This is an optimization exercise on Yosys and OpenROAD, whose aim is small area, not a production implementation. At most, simulation tests tie the RTL to the original design; equivalence was not proved.

==> v20 <==
==> flow/design.v <==
module hash(data, hash);
input [63:0] data;
output [5:0] hash;
assign hash[0] = data[0] ^ data[1] ^ data[5] ^ data[7] ^ data[8] ^ data[9] ^ data[10] ^ data[12] ^ data[13] ^ data[14] ^ data[15] ^ data[21] ^ data[23] ^ data[24] ^ data[25] ^ data[26] ^ data[27] ^ data[28] ^ data[29] ^ data[30] ^ data[31] ^ data[34] ^ data[37] ^ data[38] ^ data[41] ^ data[43] ^ data[45] ^ data[46] ^ data[48] ^ data[54] ^ data[57] ^ data[59];
assign hash[1] = data[1] ^ data[2] ^ data[3] ^ data[7] ^ data[8] ^ data[9] ^ data[10] ^ data[11] ^ data[13] ^ data[14] ^ data[18] ^ data[19] ^ data[22] ^ data[23] ^ data[24] ^ data[25] ^ data[28] ^ data[29] ^ data[31] ^ data[33] ^ data[36] ^ data[37] ^ data[39] ^ data[41] ^ data[43] ^ data[44] ^ data[46] ^ data[47] ^ data[48] ^ data[49] ^ data[52] ^ data[57] ^ data[60] ^ data[61] ^ data[62];
assign hash[2] = data[3] ^ data[4] ^ data[5] ^ data[6] ^ data[8] ^ data[10] ^ data[12] ^ data[13] ^ data[14] ^ data[15] ^ data[16] ^ data[17] ^ data[23] ^ data[24] ^ data[25] ^ data[27] ^ data[28] ^ data[29] ^ data[31] ^ data[32] ^ data[33] ^ data[34] ^ data[37] ^ data[41] ^ data[42] ^ data[45] ^ data[46] ^ data[52] ^ data[54] ^ data[55] ^ data[56] ^ data[60];
assign hash[3] = data[0] ^ data[1] ^ data[9] ^ data[11] ^ data[13] ^ data[14] ^ data[15] ^ data[17] ^ data[18] ^ data[19] ^ data[22] ^ data[24] ^ data[25] ^ data[26] ^ data[27] ^ data[28] ^ data[29] ^ data[30] ^ data[31] ^ data[32] ^ data[34] ^ data[35] ^ data[37] ^ data[38] ^ data[39] ^ data[42] ^ data[43] ^ data[44] ^ data[46] ^ data[48] ^ data[50] ^ data[57] ^ data[58] ^ data[61] ^ data[62] ^ data[63];
assign hash[4] = data[1] ^ data[3] ^ data[6] ^ data[7] ^ data[10] ^ data[11] ^ data[13] ^ data[19] ^ data[20] ^ data[24] ^ data[25] ^ data[30] ^ data[31] ^ data[35] ^ data[36] ^ data[37] ^ data[40] ^ data[44] ^ data[45] ^ data[49] ^ data[54] ^ data[60] ^ data[62];
assign hash[5] = data[0] ^ data[5] ^ data[7] ^ data[8] ^ data[10] ^ data[11] ^ data[14] ^ data[16] ^ data[17] ^ data[18] ^ data[20] ^ data[21] ^ data[22] ^ data[24] ^ data[26] ^ data[38] ^ data[41] ^ data[43] ^ data[44] ^ data[45] ^ data[46] ^ data[47] ^ data[49] ^ data[50] ^ data[51] ^ data[53] ^ data[54] ^ data[55] ^ data[59] ^ data[62];
endmodule
module hash_const(idx, val);
input [5:0] idx;
output [5:0] val;
wire [63:0] col0 = 64'h0a416a64ffa0f7a3;
wire [63:0] col1 = 64'h7213dab2b3cc6f8e;
wire [63:0] col2 = 64'h11d06627bb83f578;
wire [63:0] col3 = 64'he6055cedff4eea03;
wire [63:0] col4 = 64'h50423138c3182cca;
wire [63:0] col5 = 64'h48eefa4005774da1;
assign val[0] = col0[idx];
assign val[1] = col1[idx];
assign val[2] = col2[idx];
assign val[3] = col3[idx];
assign val[4] = col4[idx];
assign val[5] = col5[idx];
endmodule
module fib_table(
    input [63:0] pit_in_prefix,
    input [7:0] pit_in_metadata,
    input rejected,
    input fib_out_bit,
    input start_send_to_pit,
    input [7:0] data_PIT_to_FIB,
    input RX_valid,
    input [7:0] data_SPI_to_FIB,
    input clk,
    input rst,
    output reg [63:0] pit_out_prefix,
    output reg prefix_ready,
    output reg [7:0] pit_out_metadata,
    output reg [7:0] data_FIB_to_PIT,
    output FIB_to_SPI_data_flag,
    output reg [7:0] data_FIB_to_SPI
);
reg [4095:64] table_empty;
wire         table_we;
wire [5:0]   table_wrow;
wire [5:0]   table_wcol;
wire [63:0]  table_wmask = 64'd1 << table_wcol;
integer tr;
always @(posedge clk) begin
    for (tr = 1; tr < 64; tr = tr + 1)
        table_empty[tr*64 +: 64] <= (table_empty[tr*64 +: 64] | {64{rst}}) &
                                    ~({64{table_we && table_wrow == tr[5:0]}} & table_wmask);
end
localparam I_WAIT = 3'd0, I_META = 3'd1, I_PFX = 3'd2, I_DATA = 3'd3,
           I_RESP = 3'd4, I_PASS = 3'd5, I_HASH = 3'd6, I_SAVE = 3'd7;
reg [2:0]   ist;
reg [4:0]   icnt;           
reg [7:0]   meta_in;        
reg [63:0]  pfx_ring;       
reg [255:0] din_ring;       
reg [4:0]   din_ptr;        
wire icnt_end = (icnt == 5'd7);
wire [5:0] hash_in_value;
hash HASH_INCOMING(.data(pit_out_prefix), .hash(hash_in_value));
assign table_we   = (ist == I_SAVE);
assign table_wrow = pit_out_metadata[5:0];
assign table_wcol = hash_in_value;    
always @(posedge clk, posedge rst) begin
    if (rst) begin
        ist <= I_WAIT;
        prefix_ready <= 1'b0;
        pit_out_prefix <= 64'd0;
        pit_out_metadata <= 8'd0;
        data_FIB_to_PIT <= 8'd0;
    end
    else begin
        prefix_ready <= icnt_end && ((ist == I_PFX && meta_in[6]) || ist == I_DATA);
        if (icnt_end && ist == I_PFX && meta_in[6]) begin
            pit_out_metadata <= meta_in;
            pit_out_prefix <= {pfx_ring[55:0], data_SPI_to_FIB};
        end
        if (icnt_end && ist == I_DATA) begin
            pit_out_metadata <= meta_in;
            pit_out_prefix <= {pfx_ring[55:0], pfx_ring[63:56]};
        end
        if (ist == I_PASS)
            data_FIB_to_PIT <= din_ring[din_ptr*8 +: 8];
        case (ist)
            I_WAIT: if (RX_valid) ist <= I_META;
            I_META: ist <= I_PFX;
            I_PFX:  if (icnt_end) ist <= meta_in[6] ? I_HASH : I_DATA;
            I_DATA: if (icnt_end) ist <= I_RESP;
            I_RESP: if (rejected) ist <= I_HASH;
                    else if (start_send_to_pit) ist <= I_PASS;
            I_PASS: if (icnt_end) ist <= I_HASH;
            I_HASH: ist <= I_SAVE;
            default: ist <= I_WAIT;
        endcase
    end
end
always @(posedge clk) begin
    if (ist == I_WAIT)
        icnt <= 5'd0;
    else if (ist == I_PFX || ist == I_DATA || ist == I_PASS)
        icnt <= icnt + 5'd1;
    if (ist == I_META)
        meta_in <= data_SPI_to_FIB;
    pfx_ring <= {pfx_ring[55:0], (ist == I_PFX) ? data_SPI_to_FIB : pfx_ring[63:56]};
    din_ring <= {(ist == I_DATA) ? data_SPI_to_FIB : din_ring[7:0], din_ring[255:8]};
    if (ist == I_DATA)
        din_ptr <= 5'd0;
    else if (ist == I_RESP)
        din_ptr <= din_ptr - 5'd1;
end
localparam O_WAIT = 3'd0, O_GETHASH = 3'd1, O_CHECK = 3'd2, O_META = 3'd3,
           O_TOTAL = 3'd4, O_LONGEST = 3'd5, O_RECV = 3'd6, O_DATA = 3'd7;
reg [2:0]   ost;
reg [4:0]   ocnt;           
reg [63:0]  req_prefix;     
reg [7:0]   req_meta;
reg [5:0]   len;            
reg [5:0]   hash_out;       
reg         data_packet;
reg [255:0] dout_ring;      
assign FIB_to_SPI_data_flag = (ost == O_META);
wire [5:0] hash_req_value;
hash HASH_OUTGOING(.data(pit_in_prefix), .hash(hash_req_value));
wire [5:0] hash_bit_value;
hash_const HASH_BIT(.idx(len), .val(hash_bit_value));
wire [63:0] rd_col_sel = 64'd1 << hash_out;
reg  [63:1] rd_row_sel, rd_row_hit;
integer ri;
always @* begin
    for (ri = 1; ri < 64; ri = ri + 1) begin
        rd_row_sel[ri] = (len == ri[5:0]);
        rd_row_hit[ri] = |(~table_empty[ri*64 +: 64] & rd_col_sel);
    end
end
reg hit;
always @(posedge clk)
    hit <= |(rd_row_hit & rd_row_sel) ||
           (table_we && table_wrow == len && table_wcol == hash_out);
wire search_done = hit || (len == 6'd0);
wire [2:0] byte_idx = ~ocnt[2:0];
wire [7:0] req_byte = req_prefix[byte_idx*8 +: 8];
reg [7:0] short_byte;
integer bj;
always @* begin
    for (bj = 0; bj < 8; bj = bj + 1)
        short_byte[bj] = req_byte[bj] &
                         ~(({byte_idx, bj[2:0]} > len) && ({byte_idx, bj[2:0]} <= req_meta[5:0]));
end
always @(posedge clk, posedge rst) begin
    if (rst) begin
        ost <= O_WAIT;
        data_FIB_to_SPI <= 8'd0;
    end
    else begin
        case (ost)
            O_WAIT:    if (fib_out_bit) ost <= start_send_to_pit ? O_RECV : O_GETHASH;
            O_GETHASH: ost <= O_CHECK;
            O_CHECK:   ost <= search_done ? O_META : O_GETHASH;
            O_META:    ost <= O_TOTAL;
            O_TOTAL:   if (ocnt[2:0] == 3'd7) ost <= data_packet ? O_DATA : O_LONGEST;
            O_LONGEST: if (ocnt[2:0] == 3'd7) ost <= O_WAIT;
            O_RECV:    if (ocnt == 5'd31) ost <= O_META;
            default:   if (ocnt == 5'd7) ost <= O_WAIT;
        endcase
        case (ost)
            O_META:    data_FIB_to_SPI <= req_meta;
            O_TOTAL:   data_FIB_to_SPI <= req_byte;
            O_LONGEST: data_FIB_to_SPI <= short_byte;
            O_DATA:    data_FIB_to_SPI <= dout_ring[23*8 +: 8];
            default:   ;
        endcase
    end
end
always @(posedge clk) begin
    if (ost == O_WAIT) begin
        req_prefix <= pit_in_prefix;
        req_meta <= pit_in_metadata;
        data_packet <= 1'b0;
    end
    else if (ost == O_RECV)
        data_packet <= 1'b1;
    if (ost == O_WAIT)
        ocnt <= 5'd0;
    else if (ost == O_TOTAL || ost == O_LONGEST || ost == O_RECV || ost == O_DATA)
        ocnt <= ocnt + 5'd1;
    if (ost == O_WAIT) begin
        len <= pit_in_metadata[5:0];
        hash_out <= hash_req_value;
    end
    else if (ost == O_CHECK && !search_done) begin
        len <= len - 6'd1;
        hash_out <= hash_out ^ (req_prefix[len] ? hash_bit_value : 6'd0);
    end
    dout_ring <= {(ost == O_RECV) ? data_PIT_to_FIB : dout_ring[7:0], dout_ring[255:8]};
end
endmodule
==> flow/flow/run.sh <==
#!/bin/bash
# Layout flow: the standard flow (standard.sh) with three changes:
#  - ABC maps the logic for area (flow/abc_area.script) instead of for speed;
#    everything else in synthesis is synth_recipe.tcl unchanged;
#  - clock tree synthesis without dummy loads, with larger sink clusters;
#  - port buffers use the smallest buffer cell (buf_1).
# Each tool's output stays in ORFS's own logs under orfs/logs; make's output
# goes to standard.log.
set -euo pipefail
W=$PWD
{ head -n 1 synth_recipe.tcl
  echo "proc abc {args} { set i [lsearch -exact \$args -script]; if {\$i >= 0} { lset args [expr {\$i + 1}] $W/flow/abc_area.script }; yosys abc {*}\$args }"
  tail -n +2 synth_recipe.tcl; } > area_synth.tcl
bash standard.sh SYNTH_SCRIPT=$W/area_synth.tcl \
  "CTS_ARGS=-sink_clustering_enable -repair_clock_nets -dont_use_dummy_load -sink_clustering_size 8 -sink_clustering_max_diameter 35 -buf_list sky130_fd_sc_hd__clkbuf_4" \
  "BUFFER_PORTS_ARGS=-buffer_cell sky130_fd_sc_hd__buf_1" \
  finish > standard.log 2>&1
==> flow/flow/abc_area.script <==
&get -n
&st
&syn2
&dch -f
&nf -a -R 2000 -C 24
&put
==> flow/standard.sh <==
#!/bin/bash
# synth_recipe.tcl (not shown) runs the flow's synth.tcl, then flattens the netlist and writes it again
# the make line also repeats each setting of config.mk as NAME=value (left out here)
make -C /OpenROAD-flow-scripts/flow DESIGN_CONFIG=/design/flow/config.mk WORK_HOME=/design/flow/orfs CLKGATE_MAP_FILE= SYNTH_SCRIPT=/design/flow/synth_recipe.tcl "${@:-finish}"
==> flow/config.mk <==
export PLATFORM = sky130hd
export DESIGN_NAME = fib_table
export DESIGN_NICKNAME = fib_table
export VERILOG_FILES = /design/flow/design.v
export SDC_FILE = /design/flow/constraint.sdc
export NUM_CORES = 8
export LEC_CHECK = 0
export CAP_MARGIN = 30
export CORE_MARGIN = 2
export CORE_UTILIZATION = 45
export PLACE_DENSITY = 0.7
export SETUP_SLACK_MARGIN = 0.2
export SLEW_MARGIN = 30
==> flow/constraint.sdc <==
create_clock -name core_clock -period 7.0 [get_ports {clk}]
set_input_delay 1.4000 -clock core_clock [delete_from_list [all_inputs] [get_ports {clk}]]
set_output_delay 1.4000 -clock core_clock [all_outputs]
set_load 0.01 [all_outputs]
==> v27: changes against v20 <==
--- a/flow/flow/run.sh
+++ b/flow/flow/run.sh
@@ -13,5 +13,5 @@
   tail -n +2 synth_recipe.tcl; } > area_synth.tcl
 bash standard.sh SYNTH_SCRIPT=$W/area_synth.tcl \
-  "CTS_ARGS=-sink_clustering_enable -repair_clock_nets -dont_use_dummy_load -sink_clustering_size 8 -sink_clustering_max_diameter 35 -buf_list sky130_fd_sc_hd__clkbuf_4" \
+  "CTS_ARGS=-sink_clustering_enable -repair_clock_nets -dont_use_dummy_load -sink_clustering_size 14 -sink_clustering_max_diameter 50 -buf_list sky130_fd_sc_hd__clkbuf_8" \
   "BUFFER_PORTS_ARGS=-buffer_cell sky130_fd_sc_hd__buf_1" \
   finish > standard.log 2>&1
==> v24: changes against v20 <==
--- a/flow/design.v
+++ b/flow/design.v
@@ -47,10 +47,9 @@
 wire [5:0]   table_wrow;
 wire [5:0]   table_wcol;
-wire [63:0]  table_wmask = 64'd1 << table_wcol;
-integer tr;
+integer ti;
 always @(posedge clk) begin
-    for (tr = 1; tr < 64; tr = tr + 1)
-        table_empty[tr*64 +: 64] <= (table_empty[tr*64 +: 64] | {64{rst}}) &
-                                    ~({64{table_we && table_wrow == tr[5:0]}} & table_wmask);
+    for (ti = 64; ti < 4096; ti = ti + 1)
+        table_empty[ti] <= (table_empty[ti] | rst) &
+                           ~(table_we && table_wrow == ti[11:6] && table_wcol == ti[5:0]);
 end
 localparam I_WAIT = 3'd0, I_META = 3'd1, I_PFX = 3'd2, I_DATA = 3'd3,
@@ -130,8 +129,10 @@
 wire [5:0] hash_bit_value;
 hash_const HASH_BIT(.idx(len), .val(hash_bit_value));
-wire [63:0] rd_col_sel = 64'd1 << hash_out;
+reg  [63:0] rd_col_sel;
 reg  [63:1] rd_row_sel, rd_row_hit;
-integer ri;
+integer ri, rj;
 always @* begin
+    for (rj = 0; rj < 64; rj = rj + 1)
+        rd_col_sel[rj] = (hash_out == rj[5:0]);
     for (ri = 1; ri < 64; ri = ri + 1) begin
         rd_row_sel[ri] = (len == ri[5:0]);
==> flow/flow/run.sh (replaced) <==
#!/bin/bash
# Layout flow: the standard flow (standard.sh) with two changes:
#  - ABC maps the logic for area (flow/abc_area.script) instead of for speed;
#    everything else in synthesis is synth_recipe.tcl unchanged;
#  - clock tree synthesis without dummy loads, with larger sink clusters.
# Each tool's output stays in ORFS's own logs under orfs/logs; make's output
# goes to standard.log.
set -euo pipefail
W=$PWD
{ head -n 1 synth_recipe.tcl
  echo "proc abc {args} { set i [lsearch -exact \$args -script]; if {\$i >= 0} { lset args [expr {\$i + 1}] $W/flow/abc_area.script }; yosys abc {*}\$args }"
  tail -n +2 synth_recipe.tcl; } > area_synth.tcl
bash standard.sh SYNTH_SCRIPT=$W/area_synth.tcl \
  "CTS_ARGS=-sink_clustering_enable -repair_clock_nets -dont_use_dummy_load -sink_clustering_size 14 -sink_clustering_max_diameter 50 -buf_list sky130_fd_sc_hd__clkbuf_8" \
  finish > standard.log 2>&1
==> flow/flow/abc_area.script (replaced) <==
&get -n
&st
&syn2
&dch -f
&nf -a -R 1000
&put
--- a/flow/config.mk
+++ b/flow/config.mk
@@ -6,8 +6,7 @@
 export NUM_CORES = 8
 export LEC_CHECK = 0
-export CAP_MARGIN = 30
+export CAP_MARGIN = 10
 export CORE_MARGIN = 2
 export CORE_UTILIZATION = 45
-export PLACE_DENSITY = 0.7
 export SETUP_SLACK_MARGIN = 0.2
-export SLEW_MARGIN = 30
+export SLEW_MARGIN = 10
==> notes.md <==
quantity                                                                            v24             v20             v27
Final standard cell utilization of the core                                      51.11%          51.19%          51.08%
Post-layout instance area                                                  181,500 um^2    180,800 um^2    180,400 um^2
Highest achievable clock rate                                                0.1600 GHz      0.1514 GHz      0.1565 GHz
Hold buffer count at cts                                                              0              75               0
Area share of the largest cell type after synthesis                              57.78%          57.91%          57.91%
DRC marker count from the first detailed-route iteration                         27,320          35,330          34,570
Pin count of the biggest net entering global routing                                229             242             242
Outcome                                                        finished with violations  finished clean  finished clean
Violated checks                                           capacitance limit, slew limit               -               -
Placeable Area                                                             355,100 um^2    353,200 um^2    353,200 um^2
Count of cells along the worst hold path                                              0               1               0
No functional check of the RTL was part of v24.

-- separate check: timing with driven ports --
Ports are ideal in the flow. The routed layouts listed here were re-timed in OpenROAD.
Step 1 sets driving cells, clkbuf_16 on the clock port and buf_2 on the other inputs (assumed; they add their load-dependent delay and slew).
Step 2 times the ports against the registers' clock, not the clock port: input delays grow and output delays shrink by t, the midpoint of the rising clock arrivals with the driver on.
a / b / c = ideal / step 1 / step 2; a / b = the first two.
run | t (ns) | setup slack, ns | hold slack, ns | worst setup path after step 2 | worst slew at a driven data input, ns
v20 | 1.836 | 0.396 / 0.396 / 0.396 | 0.015 / -0.066 / 0.244 | register to register | 0.37
v27 | 1.296 | 0.609 / 0.609 / 0.609 | 0.260 / 0.260 / 0.260 | register to register | 0.32
v24 | 1.294 | 0.748 / 0.748 / 0.748 | 0.289 / 0.289 / 0.289 | register to register | 0.08
